This design comes from an exercise in tuning for small area on the open sky130 flow, not from production work. In this exercise RTL edits were held to simulation tests only and were not proved equivalent to the original. No activity file was given, so power comes from the tool's default toggle rates.

==> flow/design.v <==
module flexpipe_top (
    input  logic                   clk,
    input  logic                   rst_n,
    input  logic                   dbg_mode,
    output logic [31:0]            dbg_cycle_count,
    input  logic [63:0]            s_axi_awaddr,
    input  logic                   s_axi_awvalid,
    output logic                   s_axi_awready,
    input  logic [31:0]            s_axi_wdata,
    input  logic [3:0]             s_axi_wstrb,
    input  logic                   s_axi_wvalid,
    output logic                   s_axi_wready,
    output logic [1:0]             s_axi_bresp,
    output logic                   s_axi_bvalid,
    input  logic                   s_axi_bready,
    input  logic                   core_idle,
    input  logic                   core_pipeline_drained,
    input  logic                   flip_ack,
    output logic                   request_flip,
    output logic [196:0]           active_config,
    output logic                   layer_start_pulse,
    input  logic [108:0]           core_mem_req,
    input  logic                   core_mem_req_valid,
    output logic                   core_mem_req_ready,
    output logic [267:0]           core_mem_resp,
    output logic                   core_mem_resp_valid,
    output logic [108:0]           mem_master_req,
    output logic                   mem_master_valid,
    input  logic                   mem_master_ready,
    input  logic [267:0]           mem_master_resp,
    input  logic                   mem_master_resp_valid
);
    logic [31:0] dbg_q;
    always @(posedge clk or negedge rst_n) begin
        if (!rst_n)        dbg_q <= 32'd0;
        else if (dbg_mode) dbg_q <= dbg_q + 32'd1;
    end
    assign dbg_cycle_count = dbg_q;
    logic        axi_w, axi_b;
    logic [1:0]  widx;
    logic        wr;
    assign wr = axi_w & s_axi_wvalid;
    always @(posedge clk or negedge rst_n) begin
        if (!rst_n) begin
            axi_w <= 1'b0;
            axi_b <= 1'b0;
            widx  <= 2'd0;
        end else begin
            axi_w <= axi_w ? ~s_axi_wvalid : (~axi_b & s_axi_awvalid);
            axi_b <= axi_b ? ~s_axi_bready : wr;
            if (wr) widx <= widx + 2'd1;
        end
    end
    assign s_axi_awready = ~(axi_w | axi_b);
    assign s_axi_wready  = axi_w;
    assign s_axi_bvalid  = axi_b;
    assign s_axi_bresp   = 2'b00;
    logic [31:0] sh_cc, sh_cb, sh_pw, sh_ds;
    always @(posedge clk) begin
        if (wr && widx == 2'd0) sh_cc <= s_axi_wdata;
        if (wr && widx == 2'd1) sh_cb <= s_axi_wdata;
        if (wr && widx == 2'd2) sh_pw <= s_axi_wdata;
        if (wr && widx == 2'd3) sh_ds <= s_axi_wdata;
    end
    logic        sh_valid, flip_req, start_pulse, act_valid;
    logic [3:0]  epoch;
    logic [31:0] act_cc, act_cb, act_pw, act_ds;
    logic        no_outstanding_active;
    logic        flip;
    assign flip = flip_req & flip_ack;
    always @(posedge clk or negedge rst_n) begin
        if (!rst_n) begin
            sh_valid    <= 1'b0;
            flip_req    <= 1'b0;
            start_pulse <= 1'b0;
            act_valid   <= 1'b0;
            epoch       <= 4'd0;
            act_cc      <= 32'd0;
            act_cb      <= 32'd0;
            act_pw      <= 32'd0;
            act_ds      <= 32'd0;
        end else begin
            sh_valid    <= ~flip & (sh_valid | (wr & widx == 2'd3));
            flip_req    <= flip_req ? ~flip_ack
                                    : (sh_valid & core_idle & core_pipeline_drained & no_outstanding_active);
            start_pulse <= flip;
            if (flip) begin
                act_valid <= 1'b1;
                epoch     <= epoch + 4'd1;
                act_cc    <= sh_cc;
                act_cb    <= sh_cb;
                act_pw    <= sh_pw;
                act_ds    <= sh_ds;
            end
        end
    end
    assign request_flip      = flip_req;
    assign layer_start_pulse = start_pulse;
    assign active_config     = {act_cc, act_cb, act_pw, act_ds, 64'd0, act_valid, epoch};
    logic [7:0] act_cnt;
    logic       core_dec;
    assign core_dec = mem_master_resp_valid & mem_master_resp[1] & ~mem_master_resp[11]
                    & (act_cnt != 8'd0);
    always @(posedge clk or negedge rst_n) begin
        if (!rst_n)                                         act_cnt <= 8'd0;
        else if (core_dec)                                  act_cnt <= act_cnt - 8'd1;
        else if (core_mem_req_valid && mem_master_ready)    act_cnt <= act_cnt + 8'd1;
    end
    assign no_outstanding_active = (act_cnt == 8'd0);
    logic s_pr, s_pw, s_dr, s_dw, s_done;
    logic idle, pf_valid, pf_grant, pf_resp, ep_ok, id_ok;
    logic ptr_hit, data_last, data_hit, more, abort;
    logic [3:0]  walk_epoch;
    logic [31:0] walk_cnt, walk_max;
    logic [63:0] data_addr;
    assign idle      = ~(s_pr | s_pw | s_dr | s_dw | s_done);
    assign pf_valid  = s_pr | s_dr;
    assign pf_grant  = pf_valid & ~core_mem_req_valid & mem_master_ready;
    assign pf_resp   = mem_master_resp_valid & mem_master_resp[11];
    assign ep_ok     = (mem_master_resp[5:2] == epoch);
    assign id_ok     = (mem_master_resp[10:6] == 5'd0);
    assign ptr_hit   = s_pw & pf_resp & ep_ok & id_ok;
    assign data_last = s_dw & pf_resp & ep_ok & mem_master_resp[1];
    assign data_hit  = data_last & id_ok;
    assign more      = (walk_cnt != walk_max);
    assign abort     = ~idle & start_pulse;
    assign walk_epoch = epoch - {3'd0, start_pulse};
    always @(posedge clk or negedge rst_n) begin
        if (!rst_n) begin
            s_pr   <= 1'b0;
            s_pw   <= 1'b0;
            s_dr   <= 1'b0;
            s_dw   <= 1'b0;
            s_done <= 1'b0;
        end else begin
            s_pr   <= ~abort & ((idle & sh_valid) | (s_pr & ~pf_grant) | (data_hit & more));
            s_pw   <= ~abort & ((s_pr & pf_grant) | (s_pw & ~ptr_hit));
            s_dr   <= ~abort & (ptr_hit | (s_dr & ~pf_grant));
            s_dw   <= ~abort & ((s_dr & pf_grant) | (s_dw & ~data_hit));
            s_done <= ~abort & ((data_hit & ~more) | (s_done & sh_valid));
        end
    end
    always @(posedge clk) begin
        if (idle) begin
            walk_cnt <= 32'd0;
            walk_max <= sh_pw;
        end else if (data_last && more) begin
            walk_cnt <= walk_cnt + 32'd1;
        end
    end
    always @(posedge clk) begin
        data_addr <= ({64{s_pw}} & mem_master_resp[75:12]) | ({64{s_dr}} & data_addr);
    end
    logic [108:0] pf_req;
    assign pf_req = {({64{s_pr}} & {29'd0, walk_cnt, 3'd0}) | ({64{s_dr}} & data_addr),
                     26'd0, s_dr, 1'b0, s_pr, 3'd0,
                     pf_valid, 5'd0,
                     {4{pf_valid}} & walk_epoch,
                     s_dr, s_pr,
                     1'b0};
    assign mem_master_valid   = core_mem_req_valid | pf_valid;
    assign mem_master_req     = core_mem_req_valid ? {core_mem_req[108:13], 1'b0, core_mem_req[11:0]}
                                                   : pf_req;
    assign core_mem_req_ready = core_mem_req_valid & mem_master_ready;
    assign core_mem_resp       = mem_master_resp;
    assign core_mem_resp_valid = mem_master_resp_valid & ~mem_master_resp[11];
endmodule
==> flow/config.mk <==
export PLATFORM = sky130hd
export DESIGN_NAME = flexpipe_top
export DESIGN_NICKNAME = flexpipe_top
export VERILOG_FILES = /design/flow/design.v
export SDC_FILE = /design/flow/constraint.sdc
export NUM_CORES = 4
export LEC_CHECK = 0
export CAP_MARGIN = 20
export CORE_AREA = 5 5 315 315
export CTS_BUF_LIST = sky130_fd_sc_hd__clkbuf_8
export CTS_CLUSTER_DIAMETER = 50
export CTS_CLUSTER_SIZE = 16
export DIE_AREA = 0 0 320 320
export SLEW_MARGIN = 20
==> flow/constraint.sdc <==
create_clock -name core_clock -period 5.0 [get_ports {clk}]
set_input_delay 1.0000 -clock core_clock [delete_from_list [all_inputs] [get_ports {clk}]]
set_output_delay 1.0000 -clock core_clock [all_outputs]
set_load 0.01 [all_outputs]
standard.sh (not shown) runs the stock make flow with config.mk's settings and CLKGATE_MAP_FILE= SYNTH_SCRIPT=/design/flow/synth_recipe.tcl, a recipe that flattens the netlist after the stock synthesis.
==> flow/flow/run.sh <==
#!/bin/bash
# The standard ORFS layout with these changes:
#  - ABC maps the combinational logic with an area-oriented script
#    (flow/abc_area.script); the rest of the synthesis is the standard flow's own, so the
#    registers, their names and their cells are the standard synthesis's;
#  - the port buffers use the smallest buffer cell;

# Each tool's output goes to make_finish.log here and to ORFS's per-step logs
# under orfs/logs/.
set -euo pipefail
here=$(pwd)

sed 's#log_cmd abc {\*}\$abc_args#log_cmd abc -script '"$here"'/flow/abc_area.script {*}[lrange $abc_args 2 end]#' \
    "$FLOW_HOME/scripts/synth.tcl" > synth_area.tcl
grep -q 'flow/abc_area.script' synth_area.tcl
sed 's#source \$::env(SCRIPTS_DIR)/synth.tcl#source '"$here"'/synth_area.tcl#' synth_recipe.tcl > synth_top.tcl
grep -q 'synth_area.tcl' synth_top.tcl
sed 's#SYNTH_SCRIPT=[^ ]*#SYNTH_SCRIPT='"$here"'/synth_top.tcl#' standard.sh > layout.sh
grep -q 'synth_top.tcl' layout.sh

export BUFFER_PORTS_ARGS="-buffer_cell sky130_fd_sc_hd__buf_1"
export IO_PLACER_V="met2 met4"
bash layout.sh > make_finish.log 2>&1
==> flow/flow/abc_area.script <==
strash
dc2
dch -f
amap
Edit:
--- a/flow/flow/run.sh
+++ b/flow/flow/run.sh
@@ -21,3 +21,2 @@
 export BUFFER_PORTS_ARGS="-buffer_cell sky130_fd_sc_hd__buf_1"
-export IO_PLACER_V="met2 met4"
 bash layout.sh > make_finish.log 2>&1
- CORE_AREA: 5 5 315 315 -> 10 10 410 410
- CTS_BUF_LIST: sky130_fd_sc_hd__clkbuf_8 -> sky130_fd_sc_hd__clkbuf_2 sky130_fd_sc_hd__clkbuf_4 sky130_fd_sc_hd__clkbuf_8
- CTS_CLUSTER_DIAMETER: 50 -> 40
- CTS_CLUSTER_SIZE: 16 -> 12
- DIE_AREA: 0 0 320 320 -> 0 0 420 420
Non-clock buffer count is higher by 6; setup slack gets worse by 39 ps; design area climbs by a few percent.
Edit:
--- a/flow/flow/run.sh
+++ b/flow/flow/run.sh
@@ -21,2 +21,4 @@
 export BUFFER_PORTS_ARGS="-buffer_cell sky130_fd_sc_hd__buf_1"
+export IO_PLACER_V="met2 met4"
+export SKIP_REPAIR_TIE_FANOUT=1
 bash layout.sh > make_finish.log 2>&1
- CORE_AREA: 10 10 410 410 -> 5 5 275 275
- CTS_BUF_LIST: sky130_fd_sc_hd__clkbuf_2 sky130_fd_sc_hd__clkbuf_4 sky130_fd_sc_hd__clkbuf_8 -> sky130_fd_sc_hd__clkbuf_8
- CTS_CLUSTER_DIAMETER: 40 -> 50
- CTS_CLUSTER_SIZE: 12 -> 16
- DIE_AREA: 0 0 420 420 -> 0 0 280 280
What happened: Routed wire length is lower by 4.4%. Area after synthesis does not change. Core utilization is higher by 14 points. Cell area came out lower by about 11%. Flip-flop and latch count stays the same. Total power went down by 12%. Combinational power falls by about 3%. Worst setup slack improved by 20 ps. Register-to-register slack improves by 20 ps. Die area falls by about 56%.
Edit:
--- a/flow/flow/run.sh
+++ b/flow/flow/run.sh
@@ -22,3 +22,2 @@
 export IO_PLACER_V="met2 met4"
-export SKIP_REPAIR_TIE_FANOUT=1
 bash layout.sh > make_finish.log 2>&1
- CORE_AREA: 5 5 275 275 -> 5 5 245 245
- DIE_AREA: 0 0 280 280 -> 0 0 250 250
Global-route usage climbs by 5.3 points.
Register-to-register slack got worse by 60 ps.
Area after synthesis stays the same.
Routed wire length came out lower by 3.3%.
Cell area barely changes.
Critical path depth came out lower by 2.

---

RTL: the design.v shown in full above, as it stands there.
clock: 5.0 ns
lec_check: 0
cap_margin: 20
core_area: 5 5 275 275
cts_buf_list: sky130_fd_sc_hd__clkbuf_8
cts_cluster_diameter: 50
cts_cluster_size: 16
die_area: 0 0 280 280
slew_margin: 20
==> flow/flow/run.sh <==
#!/bin/bash
# The standard ORFS layout with these changes:
#  - ABC maps the combinational logic with an area-oriented script
#    (flow/abc_area.script); the rest of the synthesis is the standard flow's own, so the
#    registers, their names and their cells are the standard synthesis's;
#  - the port buffers use the smallest buffer cell;

# Each tool's output goes to make_finish.log here and to ORFS's per-step logs
# under orfs/logs/.
set -euo pipefail
here=$(pwd)

sed 's#log_cmd abc {\*}\$abc_args#log_cmd abc -script '"$here"'/flow/abc_area.script {*}[lrange $abc_args 2 end]#' \
    "$FLOW_HOME/scripts/synth.tcl" > synth_area.tcl
grep -q 'flow/abc_area.script' synth_area.tcl
sed 's#source \$::env(SCRIPTS_DIR)/synth.tcl#source '"$here"'/synth_area.tcl#' synth_recipe.tcl > synth_top.tcl
grep -q 'synth_area.tcl' synth_top.tcl
sed 's#SYNTH_SCRIPT=[^ ]*#SYNTH_SCRIPT='"$here"'/synth_top.tcl#' standard.sh > layout.sh
grep -q 'synth_top.tcl' layout.sh

export BUFFER_PORTS_ARGS="-buffer_cell sky130_fd_sc_hd__buf_1"
export IO_PLACER_V="met2 met4"
bash layout.sh > make_finish.log 2>&1
Scripts as last shown in full above: flow/flow/abc_area.script
The starting point completed without violations.
Rerun with:
--- a/flow/flow/run.sh
+++ b/flow/flow/run.sh
@@ -22,0 +23 @@
+export SKIP_REPAIR_TIE_FANOUT=1
==> flow/flow/abc_area.script (replaced) <==
strash
dch -f
amap -m -F 2 -A 8
After rerunning:
- The changed run ran to the end with no violations
- final area drops by 1.1%
- setup slack gains 510 ps
- cell count fell by 1.7%
- synthesized area goes up by 1.3%
- worst hold slack got worse by 94 ps

---

== build 52 ==
RTL: the design.v shown in full above, as it stands there.
Settings: LEC_CHECK=0, CAP_MARGIN=20, CORE_AREA=5 5 275 275, CTS_BUF_LIST=sky130_fd_sc_hd__clkbuf_8, CTS_CLUSTER_DIAMETER=50, CTS_CLUSTER_SIZE=16, DIE_AREA=0 0 280 280, SLEW_MARGIN=20; clock period 5.0 ns.
==> flow/flow/run.sh <==
#!/bin/bash
# The standard ORFS layout with these changes:
#  - ABC maps the combinational logic with an area-oriented script
#    (flow/abc_area.script); the rest of the synthesis is the standard flow's own, so the
#    registers, their names and their cells are the standard synthesis's;
#  - the port buffers use the smallest buffer cell;
#  - pins may also sit on met4 on the top and bottom edges, so that the die
#    can be smaller;
#  - one tie cell drives all the constant outputs (no tie fanout repair).
# Each tool's output goes to make_finish.log here and to ORFS's per-step logs
# under orfs/logs/.
set -euo pipefail
here=$(pwd)

sed 's#log_cmd abc {\*}\$abc_args#log_cmd abc -script '"$here"'/flow/abc_area.script {*}[lrange $abc_args 2 end]#' \
    "$FLOW_HOME/scripts/synth.tcl" > synth_area.tcl
grep -q 'flow/abc_area.script' synth_area.tcl
sed 's#source \$::env(SCRIPTS_DIR)/synth.tcl#source '"$here"'/synth_area.tcl#' synth_recipe.tcl > synth_top.tcl
grep -q 'synth_area.tcl' synth_top.tcl
sed 's#SYNTH_SCRIPT=[^ ]*#SYNTH_SCRIPT='"$here"'/synth_top.tcl#' standard.sh > layout.sh
grep -q 'synth_top.tcl' layout.sh

export BUFFER_PORTS_ARGS="-buffer_cell sky130_fd_sc_hd__buf_1"
export IO_PLACER_V="met2 met4"
export SKIP_REPAIR_TIE_FANOUT=1
bash layout.sh > make_finish.log 2>&1
==> flow/flow/abc_area.script <==
strash
dch -f
amap -m -F 2 -A 8
#### Input delta (build 27 over build 52)
Settings: changing DIE_AREA from 0 0 280 280 to 0 0 420 420; changing CORE_AREA from 5 5 275 275 to 10 10 410 410.
==> flow/flow/run.sh <==
#!/bin/bash
# Standard ORFS layout, with the port buffers made from the smallest buffer cell.
set -euo pipefail
export BUFFER_PORTS_ARGS="-buffer_cell sky130_fd_sc_hd__buf_1"
bash standard.sh > make_finish.log 2>&1
removed: flow/flow/abc_area.script
### Flow results
- Build 27 reports a higher clock skew than build 52 does.
- Build 27 vs. build 52: synthesized cell count moved up; final cell count went up by 1382.
Relative to build 27, the following input files were edited for build 21:
Settings: changing DIE_AREA from 0 0 420 420 to 0 0 280 280; changing CORE_AREA from 10 10 410 410 to 5 5 275 275.
==> flow/flow/run.sh <==
#!/bin/bash
# The standard ORFS layout with these changes:
#  - ABC maps the combinational logic with an area-oriented script
#    (flow/abc_area.script); the rest of the synthesis is the standard flow's own, so the
#    registers, their names and their cells are the standard synthesis's;
#  - the port buffers use the smallest buffer cell;

# Each tool's output goes to make_finish.log here and to ORFS's per-step logs
# under orfs/logs/.
set -euo pipefail
here=$(pwd)

sed 's#log_cmd abc {\*}\$abc_args#log_cmd abc -script '"$here"'/flow/abc_area.script {*}[lrange $abc_args 2 end]#' \
    "$FLOW_HOME/scripts/synth.tcl" > synth_area.tcl
grep -q 'flow/abc_area.script' synth_area.tcl
sed 's#source \$::env(SCRIPTS_DIR)/synth.tcl#source '"$here"'/synth_area.tcl#' synth_recipe.tcl > synth_top.tcl
grep -q 'synth_area.tcl' synth_top.tcl
sed 's#SYNTH_SCRIPT=[^ ]*#SYNTH_SCRIPT='"$here"'/synth_top.tcl#' standard.sh > layout.sh
grep -q 'synth_top.tcl' layout.sh

export BUFFER_PORTS_ARGS="-buffer_cell sky130_fd_sc_hd__buf_1"
export IO_PLACER_V="met2 met4"
export SKIP_REPAIR_TIE_FANOUT=1
bash layout.sh > make_finish.log 2>&1
==> flow/flow/abc_area.script (new file) <==
strash
dc2
dch -f
amap -m -F 4 -A 8
### Flow results
As of build 21, clock power had fallen by more than a quarter compared to build 27.
Max register-to-register slack across build 21 and build 27: build 27
For the placed instance area, build 21 came in 2000 sq um lower than build 27 did.
[compare] base=build 27 new=build 21: overall power of the completed layout lower; static power due to leakage went down by 15%; post-route minimum period now sits higher; number of vias in the routed layout shows a reduction of 4.7%; total number of placement rows has decreased.
Here is what was changed in the inputs of build 93 compared with build 21.
Settings: changing CTS_CLUSTER_DIAMETER from 50 to 60; changing CTS_BUF_LIST from sky130_fd_sc_hd__clkbuf_8 to sky130_fd_sc_hd__clkbuf_16; changing CTS_CLUSTER_SIZE from 16 to 24.
==> flow/flow/abc_area.script <==
strash
dc2
dch -f
amap
Findings:
| sequential fraction of total cell area | build 93 vs build 21 | 0.66 points lower |. The lower power share of the combinational group of build 93 and build 21 is in build 21. Taking build 21 as the reference, in build 93 delay contributed by the slowest stage of the critical path +0.08 ns; count of clock-buffer cells in the layout -11; sum of routed wire length over all layers -about 4.4%; total power after layout +about 25%. Global-route met1 utilization on build 93 is down relative to build 21.
## Diff of input files: build 62 against build 93
Settings: CTS_CLUSTER_SIZE now 12, was 24; CTS_BUF_LIST now sky130_fd_sc_hd__clkbuf_8, was sky130_fd_sc_hd__clkbuf_16; CORE_AREA now 10 10 410 410, was 5 5 275 275; DIE_AREA now 0 0 420 420, was 0 0 280 280; CTS_CLUSTER_DIAMETER now 40, was 60.
-- flow/flow/run.sh --
<<< build 93, line 20

export BUFFER_PORTS_ARGS="-buffer_cell sky130_fd_sc_hd__buf_1"
export IO_PLACER_V="met2 met4"
export SKIP_REPAIR_TIE_FANOUT=1
bash layout.sh > make_finish.log 2>&1
>>> build 62, line 20

export BUFFER_PORTS_ARGS="-buffer_cell sky130_fd_sc_hd__buf_1"
bash layout.sh > make_finish.log 2>&1
--- outcome ---
Global-route wire length before repair in build 62 is about 2.8% higher than in build 93
Slew at the pin closest to its max-slew limit: build 62 lower than build 93
In the flow results for build 62 and build 93, the ratio of routed vias to standard cells is larger on build 93.
Compared with build 93, in build 62 core area saw an increase; final core utilization saw a decrease.
On build 62: minimum clock period after layout is 0.024 ns lower than what build 93 gave.
In build 62 relative to build 93, maximum frequency had gone up slightly.
Build 62 vs build 93 — wire length rose about 5%.
Build 93 vs build 62, startpoint of the worst setup timing path: mem_master_resp[3] vs epoch[1]$_DFFE_PN0P_
## Diff of input files: build 4 against build 62
Settings: CTS_CLUSTER_DIAMETER changed from 40 to 30; CTS_BUF_LIST changed from sky130_fd_sc_hd__clkbuf_8 to sky130_fd_sc_hd__clkbuf_4; CTS_CLUSTER_SIZE changed from 12 to 8.
[summary]
- Taking build 62 as the reference, in build 4 combinational power +about 1%, initial detailed-routing violation count +7.7%, met1 track demand over resource -0.17 points, highest attainable clock frequency -1.2%, number of buffers added by the clock tree synthesis step +31.
- Relative to build 62, met3 track demand over resource has gone up in build 4.
- Build 4 against build 62; clock tree buffer count of the final layout is up by more than a quarter.
- Wire length ended up about 0.5% higher on build 4 than on build 62.

[afterwards: timing with drivers on the ports]
How much do the figures lean on ideal ports? The routed layouts below were timed once more, with nothing changed but the port constraints. Step 1 assumes that a clkbuf_16 drives the clock port and a buf_2 every other input. Step 2, shift: input delay + t, output delay - t, t = (earliest + latest rising clock arrival at the registers) / 2. This alone moves slack from input paths to output paths. Three values: no drivers, after step 1, after step 2; two values: the first two.
run	t, ns	setup slack, ns	worst setup path after step 2	pins driven straight from the clock port
the first run of note 1	0.774	0.468 / 0.468 / -0.075	input to register	1
the second run of note 1	0.797	0.429 / 0.429 / -0.314	input to register	1
the third run of note 1	0.673	0.449 / 0.449 / -0.178	input to register	1
the fourth run of note 1	0.670	0.386 / 0.386 / -0.143	input to register	1
the first run of note 2	0.663	0.383 / 0.383 / -0.223	input to register	1
the second run of note 2	0.662	0.893 / 0.873 / 0.317	input to register	1
build 52	0.662	0.893 / 0.873 / 0.317	input to register	1
build 27	0.803	1.154 / 1.089 / 1.376	input to output	1
build 21	0.688	0.505 / 0.514 / -0.173	input to register	1
build 93	0.610	0.395 / 0.423 / -0.187	input to register	1
build 62	0.797	0.419 / 0.419 / -0.320	input to register	1
build 4	1.131	0.366 / 0.366 / -0.282	input to register	1
With both steps, setup timing fails in 9 of these runs, where it was met with ideal ports. For the second run of note 1, which loses most, drivers alone change the setup slack by 0.000 ns; drivers and shift together by -0.743 ns.
